This design comes from an exercise in tuning for small area, a short achievable clock period and few clock cycles per item on the open sky130 flow, not from production work. At most, simulation tests tie the RTL to the original design; equivalence was not proved. No activity file was given, so power comes from the tool's default toggle rates.

// simon2share
module simon2share(clk, data_ina, data_inb, data_rdy, cipher_out, Done, Trig);
input clk;
input data_ina, data_inb;
input [1:0] data_rdy;
output [127:0] cipher_out;
output reg Done, Trig;
reg [7:0] counter;     
reg [6:0] ptcnt;       
wire idle  = (data_rdy == 2'd0);
wire ld_pt = (data_rdy == 2'd1);
wire ld_k  = (data_rdy == 2'd2);
wire run   = (data_rdy == 2'd3);
wire ph    = counter[0];
always @(posedge clk) begin
	if (idle)
		counter <= 8'd0;
	else if (run)
		counter <= counter + 8'd1;
end
always @(posedge clk) begin
	if (ld_k)
		ptcnt <= 7'd0;
	else if (ld_pt)
		ptcnt <= ptcnt + 7'd1;
end
always @(posedge clk) begin
	Trig <= (counter == 8'd1);
	Done <= run && (counter == 8'd135);
end
reg [7:0] oe;
always @(posedge clk) begin
	oe[0] <= run && (counter == 8'd135);
	oe[1] <= run && (counter[0:0] == 1'd1) && (counter[7:1] == 7'd67);
	oe[2] <= run && (counter[1:0] == 2'd3) && (counter[7:2] == 6'd33);
	oe[3] <= run && (counter[2:0] == 3'd7) && (counter[7:3] == 5'd16);
	oe[4] <= run && (counter[3:0] == 4'd7) && (counter[7:4] == 4'd8);
	oe[5] <= run && (counter[4:0] == 5'd7) && (counter[7:5] == 3'd4);
	oe[6] <= run && (counter[5:0] == 6'd7) && (counter[7:6] == 2'd2);
	oe[7] <= run && (counter[6:0] == 7'd7) && (counter[7:7] == 1'd1);
end
reg [63:0] Xa, Ya, Xb, Yb;
wire [63:0] Xa1 = {Xa[62:0], Xa[63]};
  ...
Size in the first run: ~3400 cells after synthesis, roughly 540 flip-flops, roughly 140 I/O pins, ~32000 um2 of cells after synthesis.
make LEC_CHECK=0 CAP_MARGIN=20 CORE_MARGIN=2 CORE_UTILIZATION=45 PLACE_DENSITY=0.47 SETUP_SLACK_MARGIN=1.9 SLEW_MARGIN=20 finish   # period 4.2 ns
run.sh (not shown) runs the stock make flow with config.mk's settings and CLKGATE_MAP_FILE= SYNTH_SCRIPT=/design/flow/synth_recipe.tcl, a recipe that flattens the netlist after the stock synthesis.
Change:
--- a/flow/config.mk
+++ b/flow/config.mk
@@ -9,4 +9,4 @@
 export CORE_MARGIN = 2
-export CORE_UTILIZATION = 45
-export PLACE_DENSITY = 0.47
+export CORE_UTILIZATION = 65
+export PLACE_DENSITY = 0.72
 export SETUP_SLACK_MARGIN = 1.9
Outcome: First-iteration DRC count is higher by 38%; global-route usage is higher by 9.4 points; cell count is lower by about 5.6%; total power is lower by 2.8%; final area is lower by about 0.9%.
Change:
==> flow/flow/run.sh (new file) <==
#!/bin/bash
# Standard ORFS layout (the standard.sh, standard synthesis unchanged) with two changes:
#  - port buffers are plain buf_4 cells instead of the delay cells buffer_ports picks by default;
#  - timing repair after CTS may change a cell's footprint (so it can resize those buffers).
# The make output goes to standard.log; each ORFS step keeps its own log under orfs/logs.
set -uo pipefail
bash standard.sh \
  MATCH_CELL_FOOTPRINT=0 \
  "BUFFER_PORTS_ARGS=-buffer_cell sky130_fd_sc_hd__buf_4" \
  finish > standard.log 2>&1
==> flow/standard.sh (new file) <==
#!/bin/bash
# synth_recipe.tcl (not shown) runs the flow's synth.tcl, then flattens the netlist and writes it again
# the make line also repeats each setting of config.mk as NAME=value (left out here)
make -C /OpenROAD-flow-scripts/flow DESIGN_CONFIG=/design/flow/config.mk WORK_HOME=/design/flow/orfs CLKGATE_MAP_FILE= SYNTH_SCRIPT=/design/flow/synth_recipe.tcl "${@:-finish}"
--- a/flow/config.mk
+++ b/flow/config.mk
@@ -9,4 +9,6 @@
 export CORE_MARGIN = 2
-export CORE_UTILIZATION = 65
-export PLACE_DENSITY = 0.72
+export CORE_UTILIZATION = 45
+export CTS_CLUSTER_DIAMETER = 80
+export CTS_CLUSTER_SIZE = 24
+export PLACE_DENSITY = 0.47
 export SETUP_SLACK_MARGIN = 1.9
removed: flow/run.sh
The changed run went through all stages and came out clean; utilization decreases by 23 points; worst hold slack is worse by 15 ps; area after synthesis does not change; sequential share of layout area goes down by 0.20 points; global-route usage went down by 9.8 points.
Change:
==> flow/run.sh (new file) <==
#!/bin/bash
# synth_recipe.tcl (not shown) runs the flow's synth.tcl, then flattens the netlist and writes it again
# the make line also repeats each setting of config.mk as NAME=value (left out here)
make -C /OpenROAD-flow-scripts/flow DESIGN_CONFIG=/design/flow/config.mk WORK_HOME=/design/flow/orfs CLKGATE_MAP_FILE= SYNTH_SCRIPT=/design/flow/synth_recipe.tcl finish
--- a/flow/config.mk
+++ b/flow/config.mk
@@ -10,5 +10,2 @@
 export CORE_UTILIZATION = 45
-export CTS_CLUSTER_DIAMETER = 80
-export CTS_CLUSTER_SIZE = 24
-export PLACE_DENSITY = 0.47
 export SETUP_SLACK_MARGIN = 1.9
removed: flow/flow/run.sh
removed: flow/standard.sh
Setup slack is better by 15 ps.
Via count grows by 4.1%.
Final cell count went up by about 1.2%.
First-iteration DRC count rises by about 17%.
Clock skew fell by 3.5 ps.
Synthesized cell count does not change.
Sequential share of layout area decreases by 0.43 points.
Change:
--- a/flow/config.mk
+++ b/flow/config.mk
@@ -7,2 +7,3 @@
 export LEC_CHECK = 0
+export ABC_AREA = 1
 export CAP_MARGIN = 20
=>
- The changed run went through all stages and came out clean
- non-clock buffer count came out higher by 208
- clock skew is about the same
- final area came out higher by 2.6%
- worst setup slack degrades by 54 ps
- count of clock-buffer cells in the layout came out lower by 11
- register-to-register slack improves by 70 ps
- wire length came out higher by 5.9%
- final cell count came out higher by 7.3%
- maximum frequency came out lower by 2.1%
No run of this note included a check of the RTL's function; only the layout flow was run.

---

## lane 2
Another version of the RTL of simon2share (not shown whole).
For scale: about 550 flip-flops, about 140 I/O pins, roughly 31000 um2 of cells after synthesis.
==> flow/design.v (excerpt) <==
module simon2share(clk, data_ina, data_inb, data_rdy, cipher_out, Done, Trig);
Settings: LEC_CHECK=0, ABC_AREA=1, CAP_MARGIN=20, CORE_MARGIN=2, CORE_UTILIZATION=65, CTS_CLUSTER_DIAMETER=80, CTS_CLUSTER_SIZE=24, PLACE_DENSITY=0.72, SETUP_SLACK_MARGIN=1.85, SLEW_MARGIN=20; clock period 4.2 ns.
standard.sh (not shown) runs the stock make flow with config.mk's settings and CLKGATE_MAP_FILE= SYNTH_SCRIPT=/design/flow/synth_recipe.tcl, a recipe that flattens the netlist after the stock synthesis.
==> flow/flow/run.sh <==
#!/bin/bash
# Standard ORFS layout (the standard.sh, standard synthesis unchanged) with three changes:
#  - port buffers are plain buf_2 cells instead of the delay cells buffer_ports picks by default;
#  - timing repair after CTS may change a cell's footprint (so it can resize those buffers);
#  - after the placement-stage repair_design, flow/split_out.tcl gives each state register
#    that feeds cipher_out a private net to its output gate (its other loads move behind a buffer).
# The make output goes to standard.log; each ORFS step keeps its own log under orfs/logs.
set -uo pipefail
here=$(pwd)
bash standard.sh \
  MATCH_CELL_FOOTPRINT=0 \
  "BUFFER_PORTS_ARGS=-buffer_cell sky130_fd_sc_hd__buf_2" \
  POST_RESIZE_TCL=$here/flow/split_out.tcl \
  finish > standard.log 2>&1
==> flow/flow/split_out.tcl <==
# Give each state register that feeds cipher_out a private path to its output
# gate: every other load of the register's net is moved behind a new buffer.
proc reaches_cipher_out {pin depth} {
  set cell [get_cells -of_objects $pin]
  foreach op [get_pins -quiet -of_objects $cell -filter "direction==output"] {
    set net [get_nets -quiet -of_objects $op]
    if {$net eq ""} { continue }
    foreach port [get_ports -quiet -of_objects $net] {
      if {[string match "cipher_out*" [get_full_name $port]]} { return 1 }
    }
    if {$depth > 0} {
      foreach p [get_pins -quiet -of_objects $net -filter "direction==input"] {
        if {[reaches_cipher_out $p [expr {$depth - 1}]]} { return 1 }
      }
    }
  }
  return 0
}
set n_split 0
foreach net [get_nets -quiet {Xa[*] Xb[*] Ya[*] Yb[*]}] {
  set keep {}
  set move {}
  foreach p [get_pins -quiet -of_objects $net -filter "direction==input"] {
    if {[reaches_cipher_out $p 2]} { lappend keep $p } else { lappend move $p }
  }
  if {[llength $keep] > 0 && [llength $move] > 1} {
    insert_buffer -buffer_cell sky130_fd_sc_hd__buf_1 -net $net -load_pins $move
    incr n_split
  }
}
puts "split_out: buffered the internal loads of $n_split output-feeding registers"
Lane 2 reached the final stage; the timing, DRC and antenna checks on its layout passed.
Testbench counts of lane 2, summed over its fixed seeds: cycles 202,240, encryptions 512.
## Diff of input files: lane 4 against lane 2
==> flow/flow/run.sh <==
#!/bin/bash
# Standard ORFS layout (the standard.sh, standard synthesis unchanged) with two changes:
#  - port buffers are plain buf_2 cells instead of the delay cells buffer_ports picks by default;
#  - timing repair after CTS may change a cell's footprint (so it can resize those buffers).
# The make output goes to standard.log; each ORFS step keeps its own log under orfs/logs.
set -uo pipefail
bash standard.sh \
  MATCH_CELL_FOOTPRINT=0 \
  "BUFFER_PORTS_ARGS=-buffer_cell sky130_fd_sc_hd__buf_2" \
  finish > standard.log 2>&1
diff --git a/flow/config.mk b/flow/config.mk
--- a/flow/config.mk
+++ b/flow/config.mk
@@ -7,3 +7,2 @@
 export LEC_CHECK = 0
-export ABC_AREA = 1
 export CAP_MARGIN = 20
removed: flow/flow/split_out.tcl
Of the two values seen for capture point of the worst path, cipher_out[69] was produced by lane 4 and cipher_out[59] by lane 2. Of lane 4 and lane 2, the run reporting the lower pin slew with the least headroom to its limit was lane 4. For power, lane 4 and lane 2 come out practically identical. Lane 4 vs. lane 2: synthesized cell count went down by 991. Of lane 4 and lane 2, the run reporting the lower HPWL after detailed placement was lane 4.

-- what the ideal ports hide --
Ports are ideal in the flow. The routed layouts listed here were re-timed in OpenROAD. Step 1, drivers: a clkbuf_16 drives clk and a buf_2 each remaining input, both assumed. Step 2 adds t to the input delays and takes it off the output delays; t is the mean of the earliest and latest rising clock arrival at the registers after step 1. Input paths then give back, and output paths get back, about the clock's delay inside the block. Three values: no drivers, after step 1, after step 2; two values: the first two.
| run | t (ns) | setup WS [ns] | slew at the worst register clock pin (ns) |
|---|---|---|---|
| the first run of note 1 | 0.670 | 1.704 / 1.636 / 1.466 | 0.06 / 0.06 |
| the second run of note 1 | 0.663 | 1.714 / 1.655 / 1.334 | 0.07 / 0.07 |
| the third run of note 1 | 0.649 | 1.684 / 1.618 / 1.485 | 0.11 / 0.11 |
| the fourth run of note 1 | 0.667 | 1.699 / 1.635 / 1.366 | 0.06 / 0.06 |
| the fifth run of note 1 | 0.689 | 1.645 / 1.580 / 1.633 | 0.07 / 0.07 |
| lane 2 | 0.694 | 1.766 / 1.706 / 1.631 | 0.11 / 0.11 |
| lane 4 | 0.671 | 1.869 / 1.809 / 1.919 | 0.10 / 0.10 |
After both steps setup and hold are still met in every run listed. For the second run of note 1, which loses most, drivers alone change the setup slack by -0.059 ns; drivers and shift together by -0.380 ns.
